This design comes from an exercise in tuning for small area and a short achievable clock period on the open sky130 flow, not from production work. RTL that was checked went through simulation tests only; none was proved equivalent to the original.

==> 06-13 <==
## top
module top(
    input rst, clk,
    input [11:0] ar, ai, br, bi,
    output [23:0] Pi, Pr
);
==> flow/config.mk <==
export PLATFORM = sky130hd
export DESIGN_NAME = top
export DESIGN_NICKNAME = top
export VERILOG_FILES = /design/flow/design.v
export SDC_FILE = /design/flow/constraint.sdc
export NUM_CORES = 4
export LEC_CHECK = 0
export CAP_MARGIN = 20
export CORE_MARGIN = 2
export CORE_UTILIZATION = 40
export SLEW_MARGIN = 20
==> flow/constraint.sdc <==
create_clock -name core_clock -period 7.0 [get_ports {clk}]
set_input_delay 1.4000 -clock core_clock [delete_from_list [all_inputs] [get_ports {clk}]]
set_output_delay 1.4000 -clock core_clock [all_outputs]
set_load 0.01 [all_outputs]
run.sh (not shown) runs the stock make flow with config.mk's settings and CLKGATE_MAP_FILE= SYNTH_SCRIPT=/design/flow/synth_recipe.tcl, a recipe that flattens the netlist after the stock synthesis.
==> inputs of 12-05, as changes to 06-13 <==
--- a/flow/design.v
+++ b/flow/design.v
@@ -1,64 +1,64 @@
 module control_unit(
     input clk, rst,
     input [11:0] br, bi,
-    output reg [2:0] step,
-    output first,
+    output first, last,
     output reg [2:0] sbr, sbi
 );
+    reg [2:0] q;
     always @(posedge clk or posedge rst) begin
         if (rst)
-            step <= 3'd0;
+            q <= 3'd0;
         else
-            step <= (step == 3'd4) ? 3'd0 : step + 3'd1;
+            q <= q[2] ? 3'd0 : q + 3'd1;
     end
-    assign first = (step == 3'd0);
-    always @(*) begin
-        case (step)
-            3'd0:    begin sbr = br[2:0];  sbi = bi[2:0];  end
-            3'd1:    begin sbr = br[5:3];  sbi = bi[5:3];  end
-            3'd2:    begin sbr = br[8:6];  sbi = bi[8:6];  end
-            3'd3:    begin sbr = br[11:9]; sbi = bi[11:9]; end
-            default: begin sbr = 3'd0;     sbi = 3'd0;     end
+    assign first = (q == 3'd1);
+    assign last  = q[2];
+    always @(posedge clk) begin
+        case (q[1:0])
+            2'd0: begin sbr <= br[2:0];  sbi <= bi[2:0];  end
+            2'd1: begin sbr <= br[5:3];  sbi <= bi[5:3];  end
+            2'd2: begin sbr <= br[8:6];  sbi <= bi[8:6];  end
+            2'd3: begin sbr <= br[11:9]; sbi <= bi[11:9]; end
         endcase
     end
 endmodule
 module datapath(
-    input clk, first, late, last,
+    input clk, first, last,
     input [11:0] ar, ai,
     input [2:0] sbr, sbi,
     output reg [23:0] Pr, Pi
 );
-    wire [12:0] hr = {Pr[3] | first, {Pr[2:0], Pr[23:15]} & {12{~first}}};
-    wire [12:0] hi = {Pi[3:0], Pi[23:15]} & {13{~first}};
+    wire [12:0] hr = {Pr[0] | first, Pr[23:12] & {12{~first}}};
+    wire [12:0] hi = {Pi[0], Pi[23:12]} & {13{~first}};
     wire r_1, r_2;
-    assign r_1 = 1'b1 ^ hr[0] ^ (ar[0] & sbr[0]);
-    assign r_2 = (1'b1 & hr[0]) | (1'b1 & (ar[0] & sbr[0])) | (hr[0] & (ar[0] & sbr[0]));
+    assign r_1 = ~(hr[0] ^ (ar[0] & sbr[0]));
+    assign r_2 = hr[0] | (ar[0] & sbr[0]);
     wire r_3, r_4;
-    assign r_3 = 1'b1 ^ hr[1] ^ (ar[0] & sbr[1]);
-    assign r_4 = (1'b1 & hr[1]) | (1'b1 & (ar[0] & sbr[1])) | (hr[1] & (ar[0] & sbr[1]));
+    assign r_3 = ~(hr[1] ^ (ar[0] & sbr[1]));
+    assign r_4 = hr[1] | (ar[0] & sbr[1]);
     wire r_5, r_6;
     assign r_5 = (ar[1] & sbr[0]) ^ ~(ai[0] & sbi[1]) ^ ~(ai[1] & sbi[0]);
     assign r_6 = ((ar[1] & sbr[0]) & ~(ai[0] & sbi[1])) | ((ar[1] & sbr[0]) & ~(ai[1] & sbi[0])) | (~(ai[0] & sbi[1]) & ~(ai[1] & sbi[0]));
     wire r_7, r_8;
     assign r_7 = r_2 ^ r_3 ^ r_5;
     assign r_8 = (r_2 & r_3) | (r_2 & r_5) | (r_3 & r_5);
     wire r_9, r_10;
-    assign r_9 = 1'b1 ^ hr[2] ^ (ar[0] & sbr[2]);
-    assign r_10 = (1'b1 & hr[2]) | (1'b1 & (ar[0] & sbr[2])) | (hr[2] & (ar[0] & sbr[2]));
+    assign r_9 = ~(hr[2] ^ (ar[0] & sbr[2]));
+    assign r_10 = hr[2] | (ar[0] & sbr[2]);
     wire r_11, r_12;
     assign r_11 = (ar[1] & sbr[1]) ^ (ar[2] & sbr[0]) ^ ~(ai[0] & sbi[2]);
     assign r_12 = ((ar[1] & sbr[1]) & (ar[2] & sbr[0])) | ((ar[1] & sbr[1]) & ~(ai[0] & sbi[2])) | ((ar[2] & sbr[0]) & ~(ai[0] & sbi[2]));
     wire r_13, r_14;
     assign r_13 = ~(ai[1] & sbi[1]) ^ ~(ai[2] & sbi[0]) ^ r_4;
     assign r_14 = (~(ai[1] & sbi[1]) & ~(ai[2] & sbi[0])) | (~(ai[1] & sbi[1]) & r_4) | (~(ai[2] & sbi[0]) & r_4);
     wire r_15, r_16;
     assign r_15 = r_6 ^ r_11 ^ r_9;
     assign r_16 = (r_6 & r_11) | (r_6 & r_9) | (r_11 & r_9);
     wire r_17, r_18;
-    assign r_17 = r_13 ^ r_8 ^ r_15;
-    assign r_18 = (r_13 & r_8) | (r_13 & r_15) | (r_8 & r_15);
+    assign r_17 = r_8 ^ r_13 ^ r_15;
+    assign r_18 = (r_8 & r_13) | (r_8 & r_15) | (r_13 & r_15);
     wire r_19, r_20;
     assign r_19 = hr[3] ^ (ar[1] & sbr[2]) ^ (ar[2] & sbr[1]);
     assign r_20 = (hr[3] & (ar[1] & sbr[2])) | (hr[3] & (ar[2] & sbr[1])) | ((ar[1] & sbr[2]) & (ar[2] & sbr[1]));
     wire r_21, r_22;
     assign r_21 = (ar[3] & sbr[0]) ^ ~(ai[1] & sbi[2]) ^ ~(ai[2] & sbi[1]);
@@ -387,35 +387,32 @@
     assign i_115 = i_108 ^ i_113 ^ i_110;
     assign i_116 = (i_108 & i_113) | (i_108 & i_110) | (i_113 & i_110);
     wire [15:0] si = {1'b0, i_114, i_112, i_104, i_94, i_84, i_74, i_64, i_54, i_44, i_34, i_24, i_23, i_13, i_3, i_1}
                    + {1'b0, i_116, i_115, i_111, i_103, i_93, i_83, i_73, i_63, i_53, i_43, i_33, 1'b0, 1'b0, i_5, 1'b0};
     always @(posedge clk) begin
-        Pr[23:15] <= sr[11:3];
-        Pr[14:12] <= sr[2:0];
-        Pr[11:4]  <= Pr[14:7];
-        Pr[3]     <= late ? Pr[6] : sr[15];
-        Pr[2:0]   <= last ? Pr[5:3] : sr[14:12];
-        Pi[23:15] <= si[11:3];
-        Pi[14:12] <= si[2:0];
-        Pi[11:4]  <= Pi[14:7];
-        Pi[3]     <= late ? Pi[6] : si[15];
-        Pi[2:0]   <= last ? Pi[5:3] : si[14:12];
+        Pr[23:12] <= sr[14:3];
+        Pr[11:9]  <= sr[2:0];
+        Pr[8:1]   <= Pr[11:4];
+        Pr[0]     <= last ? Pr[3] : sr[15];
+        Pi[23:12] <= si[14:3];
+        Pi[11:9]  <= si[2:0];
+        Pi[8:1]   <= Pi[11:4];
+        Pi[0]     <= last ? Pi[3] : si[15];
     end
 endmodule
 module top(
     input rst, clk,
     input [11:0] ar, ai, br, bi,
     output [23:0] Pi, Pr
 );
-    wire [2:0] step;
-    wire       first;
+    wire       first, last;
     wire [2:0] sbr, sbi;
     control_unit uut1(
         .clk(clk), .rst(rst), .br(br), .bi(bi),
-        .step(step), .first(first), .sbr(sbr), .sbi(sbi)
+        .first(first), .last(last), .sbr(sbr), .sbi(sbi)
     );
     datapath uut2(
-        .clk(clk), .first(first), .late(step[2] | (step[1] & step[0])), .last(step[2]),
+        .clk(clk), .first(first), .last(last),
         .ar(ar), .ai(ai), .sbr(sbr), .sbi(sbi),
         .Pr(Pr), .Pi(Pi)
     );
 endmodule
==> flow_metrics.py <==
metrics = {
    "status": {
        "run_status": "timing/DRC/antenna clean",
    },
    "logic_synthesis": {
        "yosys.area.top_type_share_pct": 36.9,
        "synth_common_cells": "fa_1, inv_1, nand2_1",
        "synth_area_mm2": 0.00624,
    },
    "global_routing": {
        "met1_usage_pct": 24.4,
    },
    "finish": {
        "clockNetworkAreaShare_pct": 2.09,
    },
    "sta": {
        "relSlewSlack_pct": 36.0,
    },
    "floorplan": {
        "dieArea_mm2": 0.0166,
    },
    "detailed_routing": {
        "wl_met2_um": 7100,
    },
}
# the run above: 06-13

==> flow_metrics.py <==
metrics = {
    "detailed_routing": {
        "wl_met2_um": 7280,
    },
    "global_routing": {
        "met1_usage_pct": 22.7,
    },
    "finish": {
        "clockNetworkAreaShare_pct": 3.58,
    },
    "logic_synthesis": {
        "synth_common_cells": "inv_1, fa_1, nand2_1",
        "yosys.area.top_type_share_pct": 36.0,
    },
    "status": {
        "run_status": "timing/DRC/antenna clean",
    },
}
# the run above: 12-05

The RTL of 12-05 was laid out without a check of its function.

==> static timing again, ports no longer ideal <==
The flow's constraints put no driver on any port. The routed layouts listed below were extracted and timed again, unchanged, in two steps.
Step 1: set_driving_cell puts a clkbuf_16 on clk and a buf_2 on each other input, an assumption about the parent block.
Step 2 times the ports against the registers' clock, not the clock port: input delays grow and output delays shrink by t, the midpoint of the rising clock arrivals with the driver on.
Three values: ideal, step 1, step 2; two values: the first two.
run	t, ns	setup slack, ns	hold WS [ns]	clock arrival spread, ns	worst data-port slew with drivers (ns)
06-13	0.335	0.782 / 0.794 / 0.460	0.349 / 0.349 / 0.349	0.008 / 0.009	0.04
12-05	0.378	1.691 / 1.695 / 1.317	0.345 / 0.345 / 0.345	0.006 / 0.006	0.05
After both steps every run listed still meets setup and hold. For 12-05, which loses most, drivers alone change the setup slack by +0.004 ns; drivers and shift together by -0.374 ns.
